Source: an optimization exercise on an open RTL-to-GDS flow (aim: small area). Production flows keep margins and buffers that such runs may drop.
The RTL was checked by simulation tests, not by an equivalence proof against the original design.
No activity file was given, so power comes from the tool's default toggle rates.

`config.mk`:
```
export PLATFORM = sky130hd
export DESIGN_NAME = sd_card_top
export DESIGN_NICKNAME = sd_card_top
export VERILOG_FILES = /design/flow/design.v
export SDC_FILE = /design/flow/constraint.sdc
export NUM_CORES = 4
export LEC_CHECK = 0
export CAP_MARGIN = 20
export CORE_MARGIN = 2
export CORE_UTILIZATION = 40
export SLEW_MARGIN = 20
```
`constraint.sdc`:
```
create_clock -name core_clock -period 5.0 [get_ports {clk}]
set_input_delay 1.0000 -clock core_clock [delete_from_list [all_inputs] [get_ports {clk}]]
set_output_delay 1.0000 -clock core_clock [all_outputs]
set_load 0.01 [all_outputs]
```
`design.v`:
```
module spi_master
(
	input                       sys_clk,
	input                       rst,
	output                      nCS,        
	output                      DCLK,       
	output                      MOSI,       
	input                       MISO,       
	input                       CPOL,
	input                       CPHA,
	input                       nCS_ctrl,
	input[15:0]                 clk_div,
	input                       wr_req,
	output                      wr_ack,
	input[7:0]                  data_in,
	output[7:0]                 data_out
);
localparam                   IDLE            = 0;
localparam                   DCLK_EDGE       = 1;
localparam                   DCLK_IDLE       = 2;
localparam                   ACK             = 3;
localparam                   LAST_HALF_CYCLE = 4;
localparam                   ACK_WAIT        = 5;
reg                          DCLK_reg;
reg[7:0]                     MOSI_shift;
reg[7:0]                     MISO_shift;
reg[2:0]                     state;
reg[2:0]                     next_state;
reg [15:0]                   clk_cnt;
reg[4:0]                     clk_edge_cnt;
assign MOSI = MOSI_shift[7];
assign DCLK = DCLK_reg;
assign data_out = MISO_shift;
assign wr_ack = (state == ACK);
assign nCS = nCS_ctrl;
always@(posedge sys_clk or posedge rst)
begin
	if(rst)
		state <= IDLE;
	else
		state <= next_state;
end
always@(*)
begin
	case(state)
		IDLE:
			if(wr_req == 1'b1)
				next_state <= DCLK_IDLE;
			else
				next_state <= IDLE;
		DCLK_IDLE:
			if(clk_cnt == clk_div)
				next_state <= DCLK_EDGE;
			else
				next_state <= DCLK_IDLE;
		DCLK_EDGE:
			if(clk_edge_cnt == 5'd15)
				next_state <= LAST_HALF_CYCLE;
			else
				next_state <= DCLK_IDLE;
		LAST_HALF_CYCLE:
			if(clk_cnt == clk_div)
				next_state <= ACK;
			else
				next_state <= LAST_HALF_CYCLE;
		ACK:
			next_state <= ACK_WAIT;
		ACK_WAIT:
			next_state <= IDLE;
		default:
			next_state <= IDLE;
	endcase
end
always@(posedge sys_clk or posedge rst)
begin
	if(rst)
		DCLK_reg <= 1'b0;
	else if(state == IDLE)
		DCLK_reg <= CPOL;
	else if(state == DCLK_EDGE)
		DCLK_reg <= ~DCLK_reg; 
end
always@(posedge sys_clk or posedge rst)
begin
	if(rst)
		clk_cnt <= 16'd0;
	else if(state == DCLK_IDLE || state == LAST_HALF_CYCLE)
		clk_cnt <= clk_cnt + 16'd1;
	else
		clk_cnt <= 16'd0;
end
always@(posedge sys_clk or posedge rst)
begin
	if(rst)
		clk_edge_cnt <= 5'd0;
	else if(state == DCLK_EDGE)
		clk_edge_cnt <= clk_edge_cnt + 5'd1;
	else if(state == IDLE)
		clk_edge_cnt <= 5'd0;
end
always@(posedge sys_clk or posedge rst)
begin
	if(rst)
		MOSI_shift <= 8'd0;
	else if(state == IDLE && wr_req)
		MOSI_shift <= data_in;
	else if(state == DCLK_EDGE)
		if(CPHA == 1'b0 && clk_edge_cnt[0] == 1'b1)
			MOSI_shift <= {MOSI_shift[6:0],MOSI_shift[7]};
		else if(CPHA == 1'b1 && (clk_edge_cnt != 5'd0 && clk_edge_cnt[0] == 1'b0))
			MOSI_shift <= {MOSI_shift[6:0],MOSI_shift[7]};
end
always@(posedge sys_clk or posedge rst)
begin
	if(rst)
		MISO_shift <= 8'd0;
	else if(state == IDLE && wr_req)
		MISO_shift <= 8'h00;
	else if(state == DCLK_EDGE)
		if(CPHA == 1'b0 && clk_edge_cnt[0] == 1'b0)
			MISO_shift <= {MISO_shift[6:0],MISO};
		else if(CPHA == 1'b1 && (clk_edge_cnt[0] == 1'b1))
			MISO_shift <= {MISO_shift[6:0],MISO};
end
endmodule
module sd_card_cmd(
	input                       sys_clk,
	input                       rst,
	input[15:0]                 spi_clk_div,                   
	input                       cmd_req,                       
	output                      cmd_req_ack,                   
	output reg                  cmd_req_error,                 
	input[47:0]                 cmd,                           
	input[7:0]                  cmd_r1,                        
	input[15:0]                 cmd_data_len,                  
	input                       block_read_req,                
	output reg                  block_read_valid,              
	output reg[7:0]             block_read_data,               
	output                      block_read_req_ack,            
	input                       block_write_req,               
	input[7:0]                  block_write_data,              
	output                      block_write_data_rd,           
	output                      block_write_req_ack,           
	output                      nCS_ctrl,                      
	output reg[15:0]            clk_div,
	output reg                  spi_wr_req,                    
	input                       spi_wr_ack,                    
	output[7:0]                 spi_data_in,                   
	input[7:0]                  spi_data_out                   
);
parameter S_IDLE         = 0;
parameter S_WAIT         = 1;
parameter S_INIT         = 2;
parameter S_CMD_PRE      = 3;
parameter S_CMD          = 4;
parameter S_CMD_DATA     = 5;
parameter S_READ_WAIT    = 6;
parameter S_READ         = 7;
parameter S_READ_ACK     = 8;
parameter S_WRITE_TOKEN  = 9;
parameter S_WRITE_DATA_0 = 10;
parameter S_WRITE_DATA_1 = 11;
parameter S_WRITE_CRC    = 12;
parameter S_WRITE_SUC    = 13;
parameter S_WRITE_BUSY   = 14;
parameter S_WRITE_ACK    = 15;
parameter S_ERR          = 16;
parameter S_END          = 17;
reg[4:0]                      state;
reg                           CS_reg;
reg[15:0]                     byte_cnt;
reg[7:0]                      send_data;
wire[7:0]                     data_recv;
reg[9:0]                      wr_data_cnt;
assign cmd_req_ack = (state == S_END);
assign block_read_req_ack = (state == S_READ_ACK);
assign block_write_req_ack= (state == S_WRITE_ACK);
assign block_write_data_rd = (state == S_WRITE_DATA_0);
assign spi_data_in = send_data;
assign data_recv = spi_data_out;
assign nCS_ctrl = CS_reg;
always@(posedge sys_clk or posedge rst)
begin
	if(rst == 1'b1)
	begin
		CS_reg <= 1'b1;
		spi_wr_req <= 1'b0;
		byte_cnt <= 16'd0;
		clk_div <= 16'd0;
		send_data <= 8'hff;
		state <= S_IDLE;
		cmd_req_error <= 1'b0;
		wr_data_cnt <= 10'd0;
	end
	else
		case(state)
			S_IDLE:
			begin
				state <= S_INIT;
				clk_div <= spi_clk_div;
				CS_reg <= 1'b1;
			end
			S_INIT:
			begin
				if(spi_wr_ack == 1'b1)
				begin
					if(byte_cnt >= 16'd10)
					begin
						byte_cnt <= 16'd0;
						spi_wr_req <= 1'b0;
						state <= S_WAIT;
					end
					begin
						byte_cnt <= byte_cnt + 16'd1;
					end
				end
				else
				begin
					spi_wr_req <= 1'b1;
					send_data <= 8'hff;
				end
			end
			S_WAIT:
			begin
				cmd_req_error <= 1'b0;
				wr_data_cnt <= 10'd0;
				if(cmd_req == 1'b1)
					state <= S_CMD_PRE;
				else if(block_read_req == 1'b1)
					state <= S_READ_WAIT;
				else if(block_write_req == 1'b1)
					state <= S_WRITE_TOKEN;
				clk_div <= spi_clk_div;
			end
			S_CMD_PRE:
			begin
				if(spi_wr_ack == 1'b1)
				begin
					state <= S_CMD;
					spi_wr_req <= 1'b0;
					byte_cnt <= 16'd0;
				end
				else
				begin
					spi_wr_req <= 1'b1;
					CS_reg <= 1'b1;
					send_data <= 8'hff;
				end
			end
			S_CMD:
			begin
				if(spi_wr_ack == 1'b1)
				begin
					if((byte_cnt == 16'hffff) || (data_recv != cmd_r1 && data_recv[7] == 1'b0))
					begin
						state <= S_ERR;
						spi_wr_req <= 1'b0;
						byte_cnt <= 16'd0;
					end
					else if(data_recv == cmd_r1)
					begin
						spi_wr_req <= 1'b0;
						if(cmd_data_len != 16'd0)
						begin
							state <= S_CMD_DATA;
							byte_cnt <= 16'd0;
						end
						else
						begin
							state <= S_END;
							byte_cnt <= 16'd0;
						end
					end
					else
						byte_cnt <=  byte_cnt + 16'd1;
				end
				else
				begin
					spi_wr_req <= 1'b1;
					CS_reg <= 1'b0;
					if(byte_cnt == 16'd0)
						send_data <= (cmd[47:40] | 8'h40);
					else if(byte_cnt == 16'd1)
						send_data <= cmd[39:32];
					else if(byte_cnt == 16'd2)
						send_data <= cmd[31:24];
					else if(byte_cnt == 16'd3)
						send_data <= cmd[23:16];
					else if(byte_cnt == 16'd4)
						send_data <= cmd[15:8];
					else if(byte_cnt == 16'd5)
						send_data <= cmd[7:0];
					else
						send_data <= 8'hff;
				end
			end
			S_CMD_DATA:
			begin
				if(spi_wr_ack == 1'b1)
				begin
					if(byte_cnt == cmd_data_len - 16'd1)
					begin
						state <= S_END;
						spi_wr_req <= 1'b0;
						byte_cnt <= 16'd0;
					end
					else
					begin
						byte_cnt <= byte_cnt + 16'd1;
					end
				end
				else
				begin
					spi_wr_req <= 1'b1;
					send_data <= 8'hff;
				end
			end
			S_READ_WAIT:
			begin
				if(spi_wr_ack == 1'b1 && data_recv == 8'hfe)
				begin
					spi_wr_req <= 1'b0;
					state <= S_READ;
					byte_cnt <= 16'd0;
				end
				else
				begin
					spi_wr_req <= 1'b1;
					send_data <= 8'hff;
				end
			end
			S_READ:
			begin
				if(spi_wr_ack == 1'b1)
				begin
					if(byte_cnt == 16'd513)
					begin
						state <= S_READ_ACK;
						spi_wr_req <= 1'b0;
						byte_cnt <= 16'd0;
					end
					else
					begin
						byte_cnt <= byte_cnt + 16'd1;
					end
				end
				else
				begin
					spi_wr_req <= 1'b1;
					send_data <= 8'hff;
				end
			end
			S_WRITE_TOKEN:
				if(spi_wr_ack == 1'b1)
				begin
					state <= S_WRITE_DATA_0;
					spi_wr_req <= 1'b0;
					byte_cnt <= 16'd0;  
				end
				else
				begin
					spi_wr_req <= 1'b1;
					send_data <= 8'hfe;
				end
			S_WRITE_DATA_0:
			begin
				state <= S_WRITE_DATA_1;
				wr_data_cnt <= wr_data_cnt + 10'd1;
			end
			S_WRITE_DATA_1:
			begin
				if(spi_wr_ack == 1'b1 && wr_data_cnt == 10'd512)
				begin
					state <= S_WRITE_CRC;
					spi_wr_req <= 1'b0;
				end
				else if(spi_wr_ack == 1'b1)
				begin
					state <= S_WRITE_DATA_0;
					spi_wr_req <= 1'b0;
				end
				else
				begin
					spi_wr_req <= 1'b1;
					send_data <= block_write_data;
				end
			end
			S_WRITE_CRC:
			begin
				if(spi_wr_ack == 1'b1)
				begin
					if(byte_cnt == 16'd1)
					begin
						state <= S_WRITE_SUC;
						spi_wr_req <= 1'b0;
						byte_cnt <= 16'd0;
					end
					else
					begin
						byte_cnt <= byte_cnt + 16'd1;
					end
				end
				else
				begin
					spi_wr_req <= 1'b1;
					send_data <= 8'hff;
				end
			end
			S_WRITE_SUC :
			begin
				if(spi_wr_ack == 1'b1)
				begin
					if(data_recv[4:0] == 5'b00101)
					begin
						state <= S_WRITE_BUSY;
						spi_wr_req <= 1'b0;
					end
				end
				else
				begin
					spi_wr_req <= 1'b1;
					send_data <= 8'hff;
				end
			end
			S_WRITE_BUSY :
			begin
				if(spi_wr_ack == 1'b1)
				begin
					if(data_recv == 8'hff)
					begin
						state <= S_WRITE_ACK;
						spi_wr_req <= 1'b0;
					end
				end
				else
				begin
					spi_wr_req <= 1'b1;
					send_data <= 8'hff;
				end
			end
			S_ERR:
			begin
				state <= S_END;
				cmd_req_error <= 1'b1;
			end
			S_READ_ACK,S_WRITE_ACK,S_END:
			begin
				state <= S_WAIT;
			end
			default:
				state <= S_IDLE;
		endcase
end
always@(posedge sys_clk or posedge rst)
begin
	if(rst == 1'b1)
		block_read_valid <= 1'b0;
	else if(state == S_READ && byte_cnt < 16'd512)
		block_read_valid <= spi_wr_ack;
	else
		block_read_valid <= 1'b0;
end
always@(posedge sys_clk or posedge rst)
begin
	if(rst == 1'b1)
		block_read_data <= 8'd0;
	else if(state == S_READ && spi_wr_ack == 1'b1)
		block_read_data <= data_recv;
end
endmodule
module sd_card_sec_read_write
#(
	parameter  SPI_LOW_SPEED_DIV = 248,          
	parameter  SPI_HIGH_SPEED_DIV = 0            
)
(
	input            clk,
	input            rst,
	output reg       sd_init_done,
	input            sd_sec_read,
	input[31:0]      sd_sec_read_addr,
	output[7:0]      sd_sec_read_data,
	output           sd_sec_read_data_valid,
	output           sd_sec_read_end,
	input            sd_sec_write,
	input[31:0]      sd_sec_write_addr,
	input[7:0]       sd_sec_write_data,
	output           sd_sec_write_data_req,
	output           sd_sec_write_end,
	output reg[15:0] spi_clk_div,
	output reg       cmd_req,
	input            cmd_req_ack,
	input            cmd_req_error,
	output reg[47:0] cmd,
	output reg[7:0]  cmd_r1,
	output reg[15:0] cmd_data_len,
	output reg       block_read_req,
	input            block_read_valid,
	input[7:0]       block_read_data,
	input            block_read_req_ack,
	output reg       block_write_req,
	output[7:0]      block_write_data,
	input            block_write_data_rd,
	input            block_write_req_ack
);
reg[7:0] read_data;
reg[31:0] timer;
localparam S_IDLE               = 0;
localparam S_CMD0               = 1;
localparam S_CMD8               = 2;
localparam S_CMD55              = 3;
localparam S_CMD41              = 4;
localparam S_CMD17              = 5;
localparam S_READ               = 6;
localparam S_CMD24              = 7;
localparam S_WRITE              = 8;
localparam S_ERR                = 14;
localparam S_WRITE_END          = 15;
localparam S_READ_END           = 16;
localparam S_WAIT_READ_WRITE    = 17;
localparam S_CMD16              = 18;
reg[4:0]                       state;
reg[31:0]                      sec_addr;
assign sd_sec_read_data_valid = (state == S_READ) && block_read_valid;
assign sd_sec_read_data = block_read_data;
assign sd_sec_read_end = (state == S_READ_END);
assign sd_sec_write_data_req = (state == S_WRITE) && block_write_data_rd;
assign block_write_data = sd_sec_write_data;
assign sd_sec_write_end = (state == S_WRITE_END);
always@(posedge clk or posedge rst)
begin
	if(rst == 1'b1)
	begin
		state <= S_IDLE;
		cmd_req <= 1'b0;
		cmd_data_len <= 16'd0;
		cmd_r1 <= 8'd0;
		cmd <= 48'd0;
		spi_clk_div <= SPI_LOW_SPEED_DIV[15:0];
		block_write_req <= 1'b0;
		block_read_req <= 1'b0;
		sec_addr <= 32'd0;
		sd_init_done <= 1'b0;
	end
	else
		case(state)
			S_IDLE:
			begin
				state <= S_CMD0;
				sd_init_done <= 1'b0;
				spi_clk_div <= SPI_LOW_SPEED_DIV[15:0];
			end
			S_CMD0:
			begin
				if(cmd_req_ack & ~cmd_req_error)
				begin
					state <= S_CMD8;
					cmd_req <= 1'b0;
				end
				else
				begin
					cmd_req <= 1'b1;
					cmd_data_len <= 16'd0;
					cmd_r1 <= 8'h01;
					cmd <= {8'd0,8'h00,8'h00,8'h00,8'h00,8'h95};
				end
			end
			S_CMD8:
			begin
				if(cmd_req_ack & ~cmd_req_error)
				begin
					state <= S_CMD55;
					cmd_req <= 1'b0;
				end
				else
				begin
					cmd_req <= 1'b1;
					cmd_data_len <= 16'd4;
					cmd_r1 <= 8'h01;
					cmd <= {8'd8,8'h00,8'h00,8'h01,8'haa,8'h87};
				end
			end
			S_CMD55:
			begin
				if(cmd_req_ack & ~cmd_req_error)
				begin
					state <= S_CMD41;
					cmd_req <= 1'b0;
				end
				else
				begin
					cmd_req <= 1'b1;
					cmd_data_len <= 16'd0;
					cmd_r1 <= 8'h01;
					cmd <= {8'd55,8'h00,8'h00,8'h00,8'h00,8'hff};
				end
			end
			S_CMD41:
			begin
				if(cmd_req_ack & ~cmd_req_error)
				begin
					state <= S_CMD16;
					cmd_req <= 1'b0;
					sd_init_done <= 1'b1;
					spi_clk_div <= SPI_HIGH_SPEED_DIV[15:0];
				end
				else if(cmd_req_ack)
				begin
					state <= S_CMD55;
				end
				else
				begin
					cmd_req <= 1'b1;
					cmd_data_len <= 16'd0;
					cmd_r1 <= 8'h00;
					cmd <= {8'd41,8'h40,8'h00,8'h00,8'h00,8'hff};
				end
			end
			S_CMD16:
			begin
				if(cmd_req_ack & ~cmd_req_error)
				begin
					state <= S_WAIT_READ_WRITE;
					cmd_req <= 1'b0;
					sd_init_done <= 1'b1;
					spi_clk_div <= SPI_HIGH_SPEED_DIV[15:0];
				end
				else if(cmd_req_ack)
				begin
					state <= S_CMD55;
				end
				else
				begin
					cmd_req <= 1'b1;
					cmd_data_len <= 16'd0;
					cmd_r1 <= 8'h00;
					cmd <= {8'd16,32'd512,8'hff};
				end
			end			
			S_WAIT_READ_WRITE:
			begin
				if(sd_sec_write ==  1'b1)
				begin
					state <= S_CMD24;
					sec_addr <= sd_sec_write_addr;
				end
				else if(sd_sec_read == 1'b1)
				begin
					state <= S_CMD17;
					sec_addr <= sd_sec_read_addr;
				end
				spi_clk_div <= 16'd0;
			end
			S_CMD24:
			begin
				if(cmd_req_ack & ~cmd_req_error)
				begin
					state <= S_WRITE;
					cmd_req <= 1'b0;
				end
				else
				begin
					cmd_req <= 1'b1;
					cmd_data_len <= 16'd0;
					cmd_r1 <= 8'h00;
					cmd <= {8'd24,sec_addr,8'hff};
				end
			end
			S_WRITE:
			begin
				if(block_write_req_ack == 1'b1)
				begin
					block_write_req <= 1'b0;
					state <= S_WRITE_END;
				end
				else
					block_write_req <= 1'b1;
			end
			S_CMD17:
			begin
				if(cmd_req_ack & ~cmd_req_error)
				begin
					state <= S_READ;
					cmd_req <= 1'b0;
				end
				else
				begin
					cmd_req <= 1'b1;
					cmd_data_len <= 16'd0;
					cmd_r1 <= 8'h00;
					cmd <= {8'd17,sec_addr,8'hff};
				end
			end
			S_READ:
			begin
				if(block_read_req_ack)
				begin
					state <= S_READ_END;
					block_read_req <= 1'b0;
				end
				else
				begin
					block_read_req <= 1'b1;
				end
			end
			S_WRITE_END:
			begin
				state <= S_WAIT_READ_WRITE;
			end
			S_READ_END:
			begin
				state <= S_WAIT_READ_WRITE;
			end
			default:
				state <= S_IDLE;
		endcase
end
endmodule
module sd_card_top
#(
	parameter  SPI_LOW_SPEED_DIV = 248,          
	parameter  SPI_HIGH_SPEED_DIV = 0            
)
(
	input            clk,
	input            rst,
	output           SD_nCS,                     
	output           SD_DCLK,                    
	output           SD_MOSI,                    
	input            SD_MISO,                    
	output           sd_init_done,               
	input            sd_sec_read,                
	input[31:0]      sd_sec_read_addr,           
	output[7:0]      sd_sec_read_data,           
	output           sd_sec_read_data_valid,     
	output           sd_sec_read_end,            
	input            sd_sec_write,               
	input[31:0]      sd_sec_write_addr,          
	input[7:0]       sd_sec_write_data,          
	output           sd_sec_write_data_req,      
	output           sd_sec_write_end            
);
wire[15:0]           spi_clk_div;                
wire                 cmd_req;                    
wire                 cmd_req_ack;                
wire                 cmd_req_error;              
wire[47:0]           cmd;                        
wire[7:0]            cmd_r1;                     
wire[15:0]           cmd_data_len;               
wire                 block_read_req;             
wire                 block_read_valid;           
wire[7:0]            block_read_data;            
wire                 block_read_req_ack;         
wire                 block_write_req;            
wire[7:0]            block_write_data;           
wire                 block_write_data_rd;        
wire                 block_write_req_ack;        
wire                 nCS_ctrl;                   
wire                 spi_wr_req;                 
wire                 spi_wr_ack;                 
wire[7:0]            spi_data_in;                
wire[7:0]            spi_data_out;               
wire[15:0]           clk_div;
sd_card_sec_read_write
#(
	.SPI_LOW_SPEED_DIV(SPI_LOW_SPEED_DIV),
	.SPI_HIGH_SPEED_DIV(SPI_HIGH_SPEED_DIV)
)
sd_card_sec_read_write_m0(
	.clk                            (clk                    ),
	.rst                            (rst                    ),
	.sd_init_done                   (sd_init_done           ),
	.sd_sec_read                    (sd_sec_read            ),
	.sd_sec_read_addr               (sd_sec_read_addr       ),
	.sd_sec_read_data               (sd_sec_read_data       ),
	.sd_sec_read_data_valid         (sd_sec_read_data_valid ),
	.sd_sec_read_end                (sd_sec_read_end        ),
	.sd_sec_write                   (sd_sec_write           ),
	.sd_sec_write_addr              (sd_sec_write_addr      ),
	.sd_sec_write_data              (sd_sec_write_data      ),
	.sd_sec_write_data_req          (sd_sec_write_data_req  ),
	.sd_sec_write_end               (sd_sec_write_end       ),
	.spi_clk_div                    (spi_clk_div            ),
	.cmd_req                        (cmd_req                ),
	.cmd_req_ack                    (cmd_req_ack            ),
	.cmd_req_error                  (cmd_req_error          ),
	.cmd                            (cmd                    ),
	.cmd_r1                         (cmd_r1                 ),
	.cmd_data_len                   (cmd_data_len           ),
	.block_read_req                 (block_read_req         ),
	.block_read_valid               (block_read_valid       ),
	.block_read_data                (block_read_data        ),
	.block_read_req_ack             (block_read_req_ack     ),
	.block_write_req                (block_write_req        ),
	.block_write_data               (block_write_data       ),
	.block_write_data_rd            (block_write_data_rd    ),
	.block_write_req_ack            (block_write_req_ack    )
);
sd_card_cmd sd_card_cmd_m0(
	.sys_clk                        (clk                    ),
	.rst                            (rst                    ),
	.spi_clk_div                    (spi_clk_div            ),
	.cmd_req                        (cmd_req                ),
	.cmd_req_ack                    (cmd_req_ack            ),
	.cmd_req_error                  (cmd_req_error          ),
	.cmd                            (cmd                    ),
	.cmd_r1                         (cmd_r1                 ),
	.cmd_data_len                   (cmd_data_len           ),
	.block_read_req                 (block_read_req         ),
	.block_read_req_ack             (block_read_req_ack     ),
	.block_read_data                (block_read_data        ),
	.block_read_valid               (block_read_valid       ),
	.block_write_req                (block_write_req        ),
	.block_write_data               (block_write_data       ),
	.block_write_data_rd            (block_write_data_rd    ),
	.block_write_req_ack            (block_write_req_ack    ),
	.nCS_ctrl                       (nCS_ctrl               ),
	.clk_div                        (clk_div                ),
	.spi_wr_req                     (spi_wr_req             ),
	.spi_wr_ack                     (spi_wr_ack             ),
	.spi_data_in                    (spi_data_in            ),
	.spi_data_out                   (spi_data_out           )
);
spi_master spi_master_m0(
	.sys_clk                        (clk                    ),
	.rst                            (rst                    ),
	.nCS                            (SD_nCS                 ),
	.DCLK                           (SD_DCLK                ),
	.MOSI                           (SD_MOSI                ),
	.MISO                           (SD_MISO                ),
	.clk_div                        (clk_div                ),
	.CPOL                           (1'b1                   ),
	.CPHA                           (1'b1                   ),
	.nCS_ctrl                       (nCS_ctrl               ),
	.wr_req                         (spi_wr_req             ),
	.wr_ack                         (spi_wr_ack             ),
	.data_in                        (spi_data_in            ),
	.data_out                       (spi_data_out           )
);
endmodule
```
`run.sh`:
```
#!/bin/bash
# synth_recipe.tcl (not shown) runs the flow's synth.tcl, then flattens the netlist and writes it again
# the make line also repeats each setting of config.mk as NAME=value (left out here)
make -C /OpenROAD-flow-scripts/flow DESIGN_CONFIG=/design/flow/config.mk WORK_HOME=/design/flow/orfs CLKGATE_MAP_FILE= SYNTH_SCRIPT=/design/flow/synth_recipe.tcl finish
```
==> summary.txt <==
==> where the power goes <==
part	internal (mW)	switching (mW)	total (mW)	leakage (nW)
registers	1.46	0.0175	1.48	2.25
logic	0.0786	0.0628	0.141	2.24
clock network	0.683	0.676	1.36	0.294
total	2.23	0.756	2.98	4.78
==> cells by family after synthesis <==
| logic type | after synthesis | share of synthesized area |
|---|---|---|
| and+or+nand+nor | 374 | 0.1890 |
| adders and majority gates | 11 | 0.01460 |
| muxes | 58 | 0.06319 |
| xor gates and xnor gates | 15 | 0.01394 |
| DFF | 178 | 0.4739 |
| AOI/OAI and AO/OA | 307 | 0.2088 |
| buffers and inverters | 91 | 0.03650 |
==> cells in the final DEF (no fill, tap or decap), types with 16 or more instances in the layout <==
| cell type | n |
|---|---|
| a21oi_1 | 86 |
| a22o_1 | 29 |
| and3_1 | 16 |
| clkbuf_16 | 17 |
| clkdlybuf4s50_1 | 91 |
| dfrtp_1 | 168 |
| inv_1 | 28 |
| mux2i_1 | 46 |
| nand2_1 | 104 |
| nand3_1 | 39 |
| nor2_1 | 113 |
| nor3_1 | 16 |
| o21ai_0 | 83 |
==> synth_stat cells (5+ instances only) <==
| cell type | count |
|---|---|
| a21oi_1 | 86 |
| or2_2 | 6 |
| o221ai_1 | 5 |
| nand4_1 | 12 |
| nor2_1 | 114 |
| o41ai_1 | 7 |
| o22ai_1 | 12 |
| nor3_1 | 17 |
| xor2_1 | 11 |
| a21o_1 | 6 |
| mux2_2 | 12 |
| nand3_1 | 39 |
| nor4_1 | 10 |
| buf_1 | 7 |
| and2_1 | 7 |
| o31ai_1 | 11 |
| inv_1 | 29 |
| a221oi_1 | 6 |
| a31oi_1 | 12 |
| dfrtp_1 | 168 |
| a221o_1 | 9 |
| dfstp_2 | 10 |
| a22o_1 | 29 |
| o211ai_1 | 8 |
| mux2i_1 | 46 |
| clkbuf_1 | 53 |
| and3_1 | 16 |
| o21ai_0 | 83 |
| nor2b_1 | 13 |
| nand2_1 | 104 |
| ha_1 | 11 |
| nand2b_1 | 12 |
==> area by class of cell <==
cell class	count	area, um2	share of cell area
Multi-Input combinational cell	765	4633	0.4113
Clock buffer	17	425.4	0.03776
Tap cell	319	399.1	0.03543
Inverter	29	112.6	0.009996
Clock inverter	15	182.7	0.01622
Sequential cell	178	4467	0.3965
Timing Repair Buffer	106	1046	0.09285
==> worst max-delay path by stage <==
stage	start	slack [ns]	to	depth (start not counted)
floorplan	rst	1.73	sd_card_cmd_m0.block_read_data[0]	1
global placement	sd_card_cmd_m0.state[2]	1.61	sd_sec_write_data_req	4
detailed placement	sd_card_cmd_m0.state[2]	1.60	sd_sec_write_data_req	4
CTS	sd_card_cmd_m0.state[2]	1.13	sd_sec_write_data_req	4
global route	sd_card_cmd_m0.state[2]	1.02	sd_sec_write_data_req	4
finish	sd_card_cmd_m0.state[2]	1.12	sd_sec_write_data_req	4
==> critical path, cell delays in order, from the launching register on <==
cell             delay [ns]
dfrtp_1                0.70
or3b_2                 0.63
or2_2                  0.36
nor3_1                 0.19
clkdlybuf4s50_1        0.57
==> layer usage <==
layer	routed length (um)	part of all wire
met5	0	0
met4	308	0.013
met3	887	0.037
met2	11360	0.47
met1	11370	0.48
==> stage by stage <==
stage	utilization	hold WS [ns]	setup WS (ns)
3_3_place_gp	0.4557	0.4550	1.608
2_1_floorplan	-	0.4354	1.728
4_1_cts	0.4818	0.4802	1.127
5_1_grt	0.4828	0.4876	1.015
3_5_place_dp	0.4557	0.4592	1.599
6_report	0.4828	0.4764	1.120
==> summary.txt <==
- Yosys cell types: 67
- Worst min-delay path class: register to register
- Pwr Total: 2.982 mW
- Post-DP Area: 0.01063 mm2
- Worst Setup Start Kind: register
- Largest net degree at the start of global routing: 108
- Maximum VDD drop: 215.9 uV
- P&R area growth vs syn: 19.53%
- Fin. max-slew vios: 0
- Post-Place Cells: 1396
- Async SR Flop Fraction: 1.000
- Post-route ant nets: 0
- Synth Instances: 1034
- Worst-Margin Slew: 0.9271 ns
- WHS Path Cells: 1
- Core area: 0.02333 mm2
- Yosys reg bits: 178
- First-pass GRT wire length: 39630 um
- Clock Path Buffers: 2
- Inserted Diodes: 0
- Met3 Resource Use GR: 0.02781
- Layout cells sized above 1: 0.07658
- Max FFs per register: 41
- GR peak layer: met2
- Buffers on Ports: 92
- WL final: 23920 um
- Skew-Pair Late Insertion Delay: 0.44 ns
- CTS sink cnt: 178
- Setup slack, reg-to-reg: 1.64 ns
- CTS buffer count: 17
- DR iter-0 viols: 662
- Fin nets: 1185
- Final Hold Violating Endpoints: 0
- Row cnt: 56
- Starting density of the core: 0.4040
- Dpl hpwl: 17160 um
- H-tree levels: 4
- Met1 GRT Util: 0.2817
- # IOs: 93
- Lkg Pwr: 4.777 nW
- CTS resizes: 0
- Reg2Reg Depth: 8
- Area of the mapped netlist: 0.009425 mm2
- Max Freq: 257.8 MHz
- Biggest registers after layout: sd_card_sec_read_write_m0.cmd x41, sd_card_sec_read_write_m0.sec_addr x32
- Die area: 0.02481 mm2
- RePlAce Congestion: 0.8885
- Synth top area share: 0.4460
- Vias per cell: 5.566
- Hold buffers post-CTS: 0
- Cell taking the most area after synthesis: dfrtp_1
- CTS root buf: clkbuf_16
- Number of synthesized flops with an enable pin: 0
- Setup_tns: 0 ns
- Pwr Density: 264.7 mW/mm2
- Wire per inst: 16.74 um
- M2 GR Usage: 0.3248
- FF-to-FF End: sd_card_cmd_m0.byte_cnt[11]
- Die height: 157.5 um
- Worst Min Path Start: sd_card_sec_read_write_m0.cmd[7]
- Layout filler cell count: 2263
- Arr. time, crit path: 2.88 ns
- Worst setup EP type: output pin
- Drt pass-1 iters: 5
- Synthesized Nets: 1122
- Status: timing/DRC/antenna clean
- Fin area: 0.01127 mm2
- Peak fanout along the critical path: 28
- Worst relative slew slack: 0.3796
- Initial antenna violation count: 0
- Seq/Total Area, Yosys: 0.4739
- Syn_area_per_cell: 9.115 um2
- Fin crit period: 3.880 ns
- # setup viols final: 0
- MaxCap Viol Count: 0
- Vias in the first global route: 7444
- Critical Path RT: 4.00 ns
- GRT Total Usage: 0.2003
- Hold Crit Endpoint: sd_card_sec_read_write_m0.cmd[7]
- Crit share post-route: 0.7759
- CTS tree: built
- Area contributors post-synth: dfrtp_1 45%, mux2i_1 4.9%, a21oi_1 4.6%
- Post-Layout Cell Count: 1429
- Post-CTS Setup Bufs: 0
- RSZ-0062 raised after global routing: no
- Worst-path clk slew: 0.07 ns
- Crit Path Class: register to output pin
- RR Startpoint: sd_card_cmd_m0.state[2]
- Largest reg by FF count: sd_card_sec_read_write_m0.cmd
- Ys Warns: 3
- Vias: 7954
- DR DRC count: 0
- Clock Skew: 0.01244 ns
- GRT overflow: 0
- Top_reg_cell synth: dfrtp_1
- Chip width: 157.5 um

-- port drivers added, routing unchanged --
In the flow no input, the clock included, has a driving cell. The finished layout below was timed again as built, in two steps.
Step 1: set_driving_cell puts a clkbuf_16 on clk and a buf_2 on each other input, an assumption about the parent block.
Step 2 times the ports against the registers' clock, not the clock port: input delays grow and output delays shrink by t, the midpoint of the rising clock arrivals with the driver on.
Three values: ideal ports, drivers, drivers and shift; two values: the first two.
t, ns: 0.482
setup slack, ns: 1.120 / 1.070 / 1.552
slew at the worst register clock pin (ns): 0.08 / 0.08
worst data-port slew with drivers (ns): 0.04
cell pins on the clock port's net: 1
After both steps this run still meets setup and hold. For this run, drivers alone change the setup slack by -0.050 ns; drivers and shift together by +0.432 ns.
